Source: an optimization exercise on an open RTL-to-GDS flow (aim: small area, a short achievable clock period and few clock cycles). Production flows keep margins and buffers that such runs may drop. The RTL was checked by simulation tests, not by an equivalence proof against the original design.

v54:
Design EC_TOP, start of the top module:
module EC_TOP(
    clk, rst_n, in_valid,
    in_Px, in_Py, in_Qx, in_Qy, in_prime, in_a,
    out_valid, out_Rx, out_Ry
);
Size: ~2,500 cells after synthesis, about 52 I/O pins, about 16,000 sq um of cells after synthesis.
clock: 80.0 ns
lec_check: 0
abc_area: 1
cap_margin: 20
core_margin: 2
core_utilization: 30
place_density: 0.5
slew_margin: 20
standard.sh (not shown) runs the stock make flow with config.mk's settings and CLKGATE_MAP_FILE= SYNTH_SCRIPT=/design/flow/synth_recipe.tcl, a recipe that flattens the netlist after the stock synthesis.
==> flow/flow/run.sh <==
#!/bin/bash
# The standard layout (the standard.sh), with these changes:
# - synthesis maps Yosys's carry-lookahead cells ($lcu) to ripple carry
#   (flow/ripple_lcu.v) instead of ORFS's Kogge-Stone map, which makes the
#   many small adders of this design about a fifth smaller;
# - every port is still buffered, with the smallest buffer cell;
# - the clock tree uses mid-sized clock buffers and no dummy loads (there are only
#   a few dozen flip-flops).
set -euo pipefail
export SYNTH_OPERATIONS_ARGS="-extra-map $PWD/flow/ripple_lcu.v"
export BUFFER_PORTS_ARGS="-buffer_cell sky130_fd_sc_hd__buf_1"
export CTS_ARGS="-sink_clustering_enable -repair_clock_nets -dont_use_dummy_load -root_buf sky130_fd_sc_hd__clkbuf_8 -buf_list sky130_fd_sc_hd__clkbuf_8"
bash standard.sh SETUP_SLACK_MARGIN=43 finish > standard.log 2>&1
==> flow/flow/ripple_lcu.v <==
(* techmap_celltype = "$lcu" *)
module _80_lcu_ripple (P, G, CI, CO);
	parameter WIDTH = 2;

	(* force_downto *)
	input [WIDTH-1:0] P, G;
	input CI;

	(* force_downto *)
	output [WIDTH-1:0] CO;

	integer i;
	(* force_downto *)
	reg [WIDTH-1:0] c;

	wire [1023:0] _TECHMAP_DO_ = "proc; opt -fast";

	always @* begin
		c[0] = G[0] | (P[0] & CI);
		for (i = 1; i < WIDTH; i = i + 1)
			c[i] = G[i] | (P[i] & c[i - 1]);
	end

	assign CO = c;
endmodule
Having completed the whole flow, v54 delivered a layout that passed the timing, design-rule and antenna checks.
Testbench counts of v54, summed over its fixed seeds: cycles 1,600.
Input changes introduced in v27 (baseline for comparison: v54):
diff --git a/flow/flow/run.sh b/flow/flow/run.sh
--- a/flow/flow/run.sh
+++ b/flow/flow/run.sh
@@ -12,2 +12,2 @@
 export CTS_ARGS="-sink_clustering_enable -repair_clock_nets -dont_use_dummy_load -root_buf sky130_fd_sc_hd__clkbuf_8 -buf_list sky130_fd_sc_hd__clkbuf_8"
-bash standard.sh SETUP_SLACK_MARGIN=43 finish > standard.log 2>&1
+bash standard.sh SETUP_SLACK_MARGIN=47 finish > standard.log 2>&1
## What came out
- Re global routing met2 resource utilization: v54 was lower than v27.
- Per the comparison of v27 with v54, fmax went up 7.5%; standard cell area after detailed placement moved up; end-of-flow core utilization increased by 5.5 points relative to the old numbers.
- On global-route usage: between v54 and v27, it ends up higher for v27.
- When the final numbers for v54 and v27 were put side by side, the total detailed-routing wirelength turned out to be smaller in v54.
- [v27] length of routed met2 wiring rose about 6% relative to v54
- Comparing combined flip-flop and latch cell area for v54 and v27, the bigger number came from v27.
- v54 has lower count of inverters other than clock inverters in the layout than v27.
- In the tables for v54 and v27, via count of the first global-routing pass reads higher with v27.
- The final reports for v27 and v54 show via count of the routed design higher in the former.
#### Input delta (v31 over v27)
diff --git a/flow/flow/run.sh b/flow/flow/run.sh
--- a/flow/flow/run.sh
+++ b/flow/flow/run.sh
@@ -12,2 +12,2 @@
 export CTS_ARGS="-sink_clustering_enable -repair_clock_nets -dont_use_dummy_load -root_buf sky130_fd_sc_hd__clkbuf_8 -buf_list sky130_fd_sc_hd__clkbuf_8"
-bash standard.sh SETUP_SLACK_MARGIN=47 finish > standard.log 2>&1
+bash standard.sh SETUP_SLACK_MARGIN=45 finish > standard.log 2>&1
### Flow results
Of v31 and v27, it is v31 that has the lower sum of routed wire segments on met1. Post-DP HPWL delta (v31 -> v27): insignificant. From v27 to v31 the numbers moved as follows: count of inverters other than clock inverters in the layout decreased 4, minimum clock period rose by 0.80 ns, placed instance area moved down. Going from v27 to v31, the met3 demand-to-capacity share in global routing was found to have gone down by 1.2 points. Diff v27 -> v31: global routing usage on met2 now smaller; met2 routed wirelength shrank by about 2.4%; total routing resource utilization after global routing went down. Going from v27 to v31, the total wirelength of the detailed-routed design was found to have gone down by 6.1%.
Changes in v52 relative to v31:
diff --git a/flow/flow/run.sh b/flow/flow/run.sh
--- a/flow/flow/run.sh
+++ b/flow/flow/run.sh
@@ -12,2 +12,2 @@
 export CTS_ARGS="-sink_clustering_enable -repair_clock_nets -dont_use_dummy_load -root_buf sky130_fd_sc_hd__clkbuf_8 -buf_list sky130_fd_sc_hd__clkbuf_8"
-bash standard.sh SETUP_SLACK_MARGIN=45 finish > standard.log 2>&1
+bash standard.sh SETUP_SLACK_MARGIN=44 finish > standard.log 2>&1
## What came out
- v52: full flow OK, the timing, design-rule and antenna checks passed
- Measured against each other, v52 and v31 differ in post-layout worst setup margin, the lower figure coming from v52.
- Relative to v31, the global-route usage of v52 is lower by 0.31 points.
The inputs of v46 differ from those of v52 as listed below.
diff --git a/flow/flow/run.sh b/flow/flow/run.sh
--- a/flow/flow/run.sh
+++ b/flow/flow/run.sh
@@ -12,2 +12,2 @@
 export CTS_ARGS="-sink_clustering_enable -repair_clock_nets -dont_use_dummy_load -root_buf sky130_fd_sc_hd__clkbuf_8 -buf_list sky130_fd_sc_hd__clkbuf_8"
-bash standard.sh SETUP_SLACK_MARGIN=44 finish > standard.log 2>&1
+bash standard.sh finish > standard.log 2>&1
==> run notes <==
- The maximum clock frequency of v46 is lower than that of v52.
- Vias: v46 fewer than v52
- Against v52, v46 comes in 0.72 points lower on core utilization.
- Final number of hold-violating endpoints across v46 and v52: no real change.
- Per the comparison of v46 with v52, sequential share of layout area stayed essentially flat, setup slack fell by 2.52 ns, signed area change from the synthesized netlist to the final layout fell by 2.4 points, flop and latch count out of synthesis stayed essentially flat.

========
Another version of the RTL of EC_TOP (not shown whole).
For scale: roughly 2600 cells after synthesis, roughly 33 flip-flops, roughly 52 I/O pins.
Design EC_TOP, start of the top module:
module EC_TOP(
    clk, rst_n, in_valid,
    in_Px, in_Py, in_Qx, in_Qy, in_prime, in_a,
    out_valid, out_Rx, out_Ry
);
Settings: LEC_CHECK=0, ABC_AREA=1, CAP_MARGIN=20, CORE_MARGIN=2, CORE_UTILIZATION=30, PLACE_DENSITY=0.5, SLEW_MARGIN=20; clock period 80.0 ns.
==> flow/flow/run.sh <==
#!/bin/bash
# The standard layout (the standard.sh), with these changes:
# - synthesis maps Yosys's carry-lookahead cells ($lcu) to ripple carry
#   (flow/ripple_lcu.v) instead of ORFS's Kogge-Stone map, which makes the
#   many small adders of this design about a fifth smaller;
# - every port is still buffered, with the smallest buffer cell;
# - the clock tree uses mid-sized clock buffers and no dummy loads (there are
#   only a few dozen flip-flops);
# - timing repair aims for MARGIN ns of setup slack, a few ns above what the
#   layout reaches without it, so that the resizer speeds up the slowest
#   paths (the clock period and constraints are unchanged).
set -euo pipefail
MARGIN=46
export SYNTH_OPERATIONS_ARGS="-extra-map $PWD/flow/ripple_lcu.v"
export BUFFER_PORTS_ARGS="-buffer_cell sky130_fd_sc_hd__buf_1"
export CTS_ARGS="-sink_clustering_enable -repair_clock_nets -dont_use_dummy_load -root_buf sky130_fd_sc_hd__clkbuf_8 -buf_list sky130_fd_sc_hd__clkbuf_8"
bash standard.sh SETUP_SLACK_MARGIN=$MARGIN finish > standard.log 2>&1
Scripts as last shown in full above: flow/flow/ripple_lcu.v
Testbench counts at the start, summed over its fixed seeds: cycles 1,600.
Edit:
--- a/flow/flow/run.sh
+++ b/flow/flow/run.sh
@@ -13 +13 @@
-MARGIN=46
+MARGIN=44
Via count hardly moves. Routed wire length goes down by 0.62%. Sequential share of layout area barely changes. First-iteration DRC count goes down by 2.2%.
Edit:
--- a/flow/flow/run.sh
+++ b/flow/flow/run.sh
@@ -13 +13 @@
-MARGIN=44
+MARGIN=48
What happened: The new run finished clean; die area is unchanged; setup slack is better by 2800 ps.

========
EC_TOP, a different RTL version from the one above (not shown whole).
Size: about 1600 cells after synthesis, roughly 33 flip-flops.
==> flow/config.mk <==
export PLATFORM = sky130hd
export DESIGN_NAME = EC_TOP
export DESIGN_NICKNAME = EC_TOP
export VERILOG_FILES = /design/flow/design.v
export SDC_FILE = /design/flow/constraint.sdc
export NUM_CORES = 4
export LEC_CHECK = 0
export CAP_MARGIN = 20
export CORE_MARGIN = 2
export CORE_UTILIZATION = 30
export PLACE_DENSITY = 0.5
export SLEW_MARGIN = 20
==> flow/constraint.sdc <==
create_clock -name core_clock -period 80.0 [get_ports {clk}]
set_input_delay 16.0000 -clock core_clock [delete_from_list [all_inputs] [get_ports {clk}]]
set_output_delay 16.0000 -clock core_clock [all_outputs]
set_load 0.01 [all_outputs]
==> flow/flow/run.sh <==
#!/bin/bash
# The standard layout (the standard.sh), with two changes:
# - synthesis maps Yosys's carry-lookahead cells ($lcu) to ripple carry
#   (flow/ripple_lcu.v) instead of ORFS's Kogge-Stone map, which makes the
#   many small adders of this design about a fifth smaller;
# - timing repair aims for 45 ns of setup slack, so that the resizer speeds
#   up the long adder chains (the constraints themselves are unchanged).
set -euo pipefail
export SYNTH_OPERATIONS_ARGS="-extra-map $PWD/flow/ripple_lcu.v"
bash standard.sh SETUP_SLACK_MARGIN=45 finish > standard.log 2>&1
Scripts as last shown in full above: flow/flow/ripple_lcu.v
Testbench counts at the start, summed over its fixed seeds: cycles 1,600.
==> next run, changes <==
==> flow/flow/run.sh (replaced) <==
#!/bin/bash
# The standard layout (the standard.sh), with one change to synthesis:
# Yosys's carry-lookahead cells ($lcu) are mapped to ripple carry
# (flow/ripple_lcu.v) instead of ORFS's Kogge-Stone map, which makes the
# many small adders of this design about a fifth smaller.
set -euo pipefail
export SYNTH_OPERATIONS_ARGS="-extra-map $PWD/flow/ripple_lcu.v"
bash standard.sh finish > standard.log 2>&1
Result:
- The changed run completed with no timing, DRC or antenna violations
- final cell count fell by a few percent
- design area came out lower by roughly a tenth
- worst setup slack degrades by 6.6 ns
==> next run, changes <==
==> flow/flow/run.sh (replaced) <==
#!/bin/bash
# The standard layout (the standard.sh), with two changes:
# - synthesis maps Yosys's carry-lookahead cells ($lcu) to ripple carry
#   (flow/ripple_lcu.v) instead of ORFS's Kogge-Stone map, which makes the
#   many small adders of this design about a fifth smaller;
# - timing repair aims for 45 ns of setup slack, so that the resizer speeds
#   up the long adder chains (the constraints themselves are unchanged).
set -euo pipefail
export SYNTH_OPERATIONS_ARGS="-extra-map $PWD/flow/ripple_lcu.v"
bash standard.sh SETUP_SLACK_MARGIN=45 finish > standard.log 2>&1
Settings changed: CORE_UTILIZATION 30 to 55, PLACE_DENSITY 0.5 to 0.65.
Outcome: Routed wire length fell by 0.51%. Worst hold slack is better by 0.011 ns. Final area is higher by 8.9%. Via count grows by 5.4%. Global-route usage rose by 14 points. Non-clock buffer count goes up by 116. Flip-flop and latch count is unchanged.
==> next run, changes <==
==> flow/run.sh (new file) <==
#!/bin/bash
# synth_recipe.tcl (not shown) runs the flow's synth.tcl, then flattens the netlist and writes it again
# the make line also repeats each setting of config.mk as NAME=value (left out here)
make -C /OpenROAD-flow-scripts/flow DESIGN_CONFIG=/design/flow/config.mk WORK_HOME=/design/flow/orfs CLKGATE_MAP_FILE= SYNTH_SCRIPT=/design/flow/synth_recipe.tcl finish
Settings changed: CORE_UTILIZATION 55 to 30, PLACE_DENSITY 0.65 to 0.5.
removed: flow/flow/run.sh
removed: flow/flow/ripple_lcu.v
removed: flow/standard.sh
Effect:
- worst hold slack degrades by 0.0050 ns
- design area rises by 7.2%
- sequential share of layout area falls by 0.33 points
- routed wire length rises by 16%
- final cell count rises by 45%
==> next run, changes <==
==> flow/flow/run.sh (new file) <==
#!/bin/bash
# The standard layout (the standard.sh), with two changes:
# - synthesis maps Yosys's carry-lookahead cells ($lcu) to ripple carry
#   (flow/ripple_lcu.v) instead of ORFS's Kogge-Stone map, which makes the
#   many small adders of this design about a fifth smaller;
# - timing repair aims for 30 ns of setup slack, so that the resizer speeds
#   up the long adder chains (the constraints themselves are unchanged).
set -euo pipefail
export SYNTH_OPERATIONS_ARGS="-extra-map $PWD/flow/ripple_lcu.v"
bash standard.sh SETUP_SLACK_MARGIN=30 finish > standard.log 2>&1
==> flow/flow/ripple_lcu.v (new file) <==
(* techmap_celltype = "$lcu" *)
module _80_lcu_ripple (P, G, CI, CO);
	parameter WIDTH = 2;

	(* force_downto *)
	input [WIDTH-1:0] P, G;
	input CI;

	(* force_downto *)
	output [WIDTH-1:0] CO;

	integer i;
	(* force_downto *)
	reg [WIDTH-1:0] c;

	wire [1023:0] _TECHMAP_DO_ = "proc; opt -fast";

	always @* begin
		c[0] = G[0] | (P[0] & CI);
		for (i = 1; i < WIDTH; i = i + 1)
			c[i] = G[i] | (P[i] & c[i - 1]);
	end

	assign CO = c;
endmodule
==> flow/standard.sh (new file) <==
#!/bin/bash
# synth_recipe.tcl (not shown) runs the flow's synth.tcl, then flattens the netlist and writes it again
# the make line also repeats each setting of config.mk as NAME=value (left out here)
make -C /OpenROAD-flow-scripts/flow DESIGN_CONFIG=/design/flow/config.mk WORK_HOME=/design/flow/orfs CLKGATE_MAP_FILE= SYNTH_SCRIPT=/design/flow/synth_recipe.tcl "${@:-finish}"
removed: flow/run.sh
- The new run completed with no timing, DRC or antenna violations
- core utilization went up by 3.8 points
- cell area came out lower by 4.2%
- hold slack degrades by 0.018 ns
- die area falls by 15%
- fmax shrinks by 1.1%
- worst setup slack loses 0.58 ns

## re-timing with driven ports
No port has a modelled driver above. Below, the same layouts with a new extraction and two added sets of constraints.
Step 1 (the two cells are an assumption about what drives the block):
set clk [get_ports {clk}]
set_driving_cell -lib_cell sky130_fd_sc_hd__clkbuf_16 $clk
set_driving_cell -lib_cell sky130_fd_sc_hd__buf_2 [delete_from_list [all_inputs] $clk]
Step 2 times the ports against the registers' clock, not the clock port: input delays grow and output delays shrink by t, the midpoint of the rising clock arrivals with the driver on.
Slacks: ideal ports / drivers / drivers and shift; pairs: ideal ports / drivers.
run	t (ns)	setup WS [ns]	cell pins on the clock port's net
v54	0.322	43.900 / 43.857 / 43.535	1
v27	0.342	46.434 / 46.439 / 46.097	1
v31	0.321	45.633 / 45.586 / 45.266	1
v52	0.322	44.872 / 44.839 / 44.518	1
v46	0.322	42.351 / 42.312 / 41.990	1
the first run of note 2	0.318	47.069 / 47.069 / 46.751	1
the second run of note 2	0.321	45.808 / 45.778 / 46.099	1
the third run of note 2	0.318	48.570 / 48.558 / 48.240	1
the first run of note 3	0.346	28.952 / 28.952 / 28.606	1
the second run of note 3	0.341	22.324 / 22.349 / 22.009	1
the third run of note 3	0.305	28.949 / 28.940 / 28.635	1
the fourth run of note 3	0.338	29.594 / 29.626 / 29.288	1
the fifth run of note 3	0.345	29.018 / 29.007 / 28.663	1
After both steps every run listed still meets setup and hold. For v31, which loses most, drivers alone change the setup slack by -0.047 ns; drivers and shift together by -0.367 ns.
